This is an optimization exercise on Yosys and OpenROAD, whose aim is small area, not a production implementation. The RTL was checked by simulation tests, not by an equivalence proof against the original design.

== run 1 ==
==> module Simple_Single_CPU, before the edit <==
module Simple_Single_CPU
(
    clk_i,
    rst_n,
    imem_addr_o,
    imem_rdata_i,
    dmem_addr_o,
    dmem_wdata_o,
    dmem_we_o,
    dmem_re_o,
    dmem_rdata_i
);
    input           clk_i;
    input           rst_n;
    output [32-1:0] imem_addr_o;
    input  [32-1:0] imem_rdata_i;
    output [32-1:0] dmem_addr_o;
    output [32-1:0] dmem_wdata_o;
    output          dmem_we_o;
    output          dmem_re_o;
    input  [32-1:0] dmem_rdata_i;
    reg  [2:0] ph;       
    reg        init;     
    reg        pass2;    
    reg        flag;     
    reg        cm;       
    reg        cp;       
    reg [31:0] pc;
    reg [31:0] A;        
    reg [31:0] W;        
    wire p0   = (ph == 3'd0);
    wire last = (ph == 3'd7);
    wire [31:0] I  = imem_rdata_i;
    wire [4:0]  op = I[6:2];
    wire [2:0]  f3 = I[14:12];
    wire is_load  = (op == 5'b00000);
    wire is_opimm = (op == 5'b00100);
    wire is_auipc = (op == 5'b00101);
    wire is_store = (op == 5'b01000);
    wire is_op    = (op == 5'b01100);
    wire is_br    = (op == 5'b11000);
    wire is_jalr  = (op == 5'b11001);
    wire is_jal   = (op == 5'b11011);
    wire is_alu   = is_op | is_opimm;
    wire is_slt   = is_alu & (f3 == 3'b010);
    wire two_pass = is_load | is_store | is_br | is_slt;
    wire fin      = init | pass2 | ~two_pass;    
    reg [31:0] imm;
    always @(*) begin
        case (op)
            5'b01000: imm = {{20{I[31]}}, I[31:25], I[11:7]};
            5'b11000: imm = {{20{I[31]}}, I[7], I[30:25], I[11:8], 1'b0};
            5'b11011: imm = {{12{I[31]}}, I[19:12], I[20], I[30:21], 1'b0};
            5'b00101: imm = {I[31:12], 12'd0};
            default:  imm = {{20{I[31]}}, I[31:20]};
        endcase
    end
    wire [3:0] imm_d = imm[{ph, 2'b00} +: 4];
    wire [3:0] pc_d  = pc[{ph, 2'b00} +: 4];
    wire [3:0] rdig [0:31];
    assign rdig[0] = 4'd0;
    wire [3:0] r1 = rdig[I[19:15]];
    wire [3:0] r2 = rdig[I[24:20]];
    wire       inv   = is_alu & (((f3 == 3'b000) & I[30]) | (f3 == 3'b010));
    wire [3:0] x     = (is_auipc | is_jal | is_br) ? pc_d : r1;
    wire [3:0] b     = is_op ? r2 : imm_d;
    wire [3:0] y     = b ^ {4{inv}};
    wire       cin   = p0 ? inv : cm;
    wire [4:0] msum  = {1'b0, x} + {1'b0, y} + {4'd0, cin};
    wire       lt    = (x[3] ^ b[3]) ? x[3] : msum[3];
    wire [4:0] psum  = {1'b0, pc_d} + {2'd0, p0, 2'd0} + {4'd0, cp & ~p0};
    reg  [3:0] alu_d;
    always @(*) begin
        case (f3)
            3'b000:  alu_d = msum[3:0];
            3'b110:  alu_d = r1 | b;
            default: alu_d = r1 & b;
        endcase
    end
    wire wr1 = ~pass2 & ((is_alu & ~is_slt) | is_auipc | is_jal | is_jalr);
    wire wr2 =  pass2 & (is_load | is_slt);
    wire wr  = ~init & (wr1 | wr2);
    reg  [3:0] wd;
    always @(*) begin
        if (init)
            wd = 4'd0;
        else if (pass2)
            wd = is_load ? (p0 ? dmem_rdata_i[3:0] : W[3:0]) : {3'd0, flag & p0};
        else if (is_jal | is_jalr)
            wd = psum[3:0];
        else if (is_auipc)
            wd = msum[3:0];
        else
            wd = alu_d;
    end
    wire [3:0] wd29 = init ? {(ph == 3'd1), 3'd0} : wd;
    wire [4:0] rd   = I[11:7];
    genvar g;
    generate
        for (g = 1; g < 32; g = g + 1) begin : R
            reg  [31:0] q;
            wire        wen = init | (wr & (rd == g));
            wire [3:0]  din = (g == 29) ? wd29 : wd;
            always @(posedge clk_i)
                q <= {wen ? din : q[3:0], q[31:4]};
            assign rdig[g] = q[3:0];
        end
    endgenerate
    wire       a_m  = (~pass2 & (is_load | is_store | is_jal | is_jalr)) | (pass2 & is_br & flag);
    wire [3:0] a_in = init ? 4'd0 : (a_m ? msum[3:0] : psum[3:0]);
    wire [31:0] a_next = {a_in, A[31:4]};
    wire cap = pass2 & p0;
    always @(posedge clk_i) begin
        A  <= a_next;
        W  <= cap ? {dmem_rdata_i[3:0], dmem_rdata_i[31:4]} : {r2, W[31:4]};
        cm <= msum[4];
        cp <= psum[4];
        if (last & fin)
            pc <= a_next;
        if (~pass2) begin
            if (is_slt)
                flag <= lt;
            else
                flag <= (p0 | flag) & (r1 == r2);
        end
    end
    always @(posedge clk_i or negedge rst_n) begin
        if (~rst_n) begin
            ph    <= 3'd0;
            init  <= 1'b1;
            pass2 <= 1'b0;
        end else begin
            ph <= ph + 3'd1;
            if (last) begin
                init  <= 1'b0;
                pass2 <= ~init & ~pass2 & two_pass;
            end
        end
    end
    assign imem_addr_o  = pc;
    assign dmem_addr_o  = A;
    assign dmem_wdata_o = W;
    assign dmem_we_o    = cap & is_store;
    assign dmem_re_o    = cap & is_load;
endmodule
export LEC_CHECK = 0
export CAP_MARGIN = 20
export CORE_MARGIN = 2
export CORE_UTILIZATION = 55
export PLACE_DENSITY = 0.7
export SLEW_MARGIN = 20
create_clock -name core_clock -period 20.0 [get_ports {clk_i}]
standard.sh (not shown) runs the stock make flow with config.mk's settings and CLKGATE_MAP_FILE= SYNTH_SCRIPT=/design/flow/synth_recipe.tcl, a recipe that flattens the netlist after the stock synthesis.
==> flow/flow/run.sh <==
#!/bin/bash
# The standard ORFS flow (standard.sh), with three changes:
#  - synthesis maps logic with an area-only ABC script (flow/abc_area.script:
#    strash; dch; map -a), everything else in synthesis as standard;
#  - the port buffers that global placement inserts are buf_1 cells;
#  - clock tree synthesis clusters up to 30 sinks within 100 um.
# Each ORFS step writes its own log under orfs/logs/; make's output goes to
# synth.log and flow.log in this folder.
set -euo pipefail
HERE=$(pwd)
# ORFS scripts, with only the ABC area script replaced
rm -rf scripts_abc
cp -r "$FLOW_HOME/scripts" scripts_abc
cp flow/abc_area.script scripts_abc/abc_area.script
bash standard.sh ABC_AREA=1 "SCRIPTS_DIR=$HERE/scripts_abc" synth > synth.log 2>&1
bash standard.sh \
  "BUFFER_PORTS_ARGS=-buffer_cell sky130_fd_sc_hd__buf_1" \
  "CTS_ARGS=-sink_clustering_enable -repair_clock_nets -sink_clustering_size 30 -sink_clustering_max_diameter 100 -buf_list {sky130_fd_sc_hd__clkbuf_16 sky130_fd_sc_hd__clkbuf_8 sky130_fd_sc_hd__clkbuf_4}" \
  finish > flow.log 2>&1
==> flow/flow/abc_area.script <==
strash
dch
map -a
topo
Input changes introduced in run 2 (baseline for comparison: run 1):
diff --git a/flow/design.v b/flow/design.v
--- a/flow/design.v
+++ b/flow/design.v
@@ -112,7 +112,7 @@
     wire cap = pass2 & p0;
     always @(posedge clk_i) begin
         A  <= a_next;
-        W  <= cap ? {dmem_rdata_i[3:0], dmem_rdata_i[31:4]} : {r2, W[31:4]};
+        W  <= {r2, cap ? dmem_rdata_i[31:4] : W[31:4]};
         cm <= msum[4];
         cp <= psum[4];
         if (last & fin)
Results
The final reports for run 2 and run 1 show actual transition at the worst max-transition pin lower in the former. Worst setup slack delta for run 2 relative to run 1: 0.67 ns higher. On minimum clock period after layout, run 1 loses to run 2. Going from run 1 to run 2, maximum operating frequency grows by 7.0%. Clock transition at the registers of the reported paths of run 1 is on par with run 2. Comparing run 2 and run 1, wire length of the first global-routing pass is lower on run 2. Run 1 ended up with sky130_fd_sc_hd__nand2_2 as its slowest library cell on the worst path; run 2 ended up with sky130_fd_sc_hd__nor2_1.

port drivers added, routing unchanged:
No port has a modelled driver above. Below, the same layouts with a new extraction and two added sets of constraints. Step 1, drivers: a clkbuf_16 drives clk_i and a buf_2 each remaining input, both assumed. Step 2 moves the port delays by t, midway between the first and last clock arrival at a register: inputs arrive t later, outputs are due t later. That takes back most of the time a late clock gives input paths. Three values: ideal, step 1, step 2; two values: the first two.
run | shift t [ns] | slack for setup (ns) | worst setup path after step 2
run 1 | 0.655 | 9.704 / 9.722 / 9.067 | input to register
run 2 | 0.653 | 10.378 / 10.381 / 9.728 | input to register
After both steps every run listed still meets setup and hold. For run 2, which loses most, drivers alone change the setup slack by +0.003 ns; drivers and shift together by -0.650 ns.
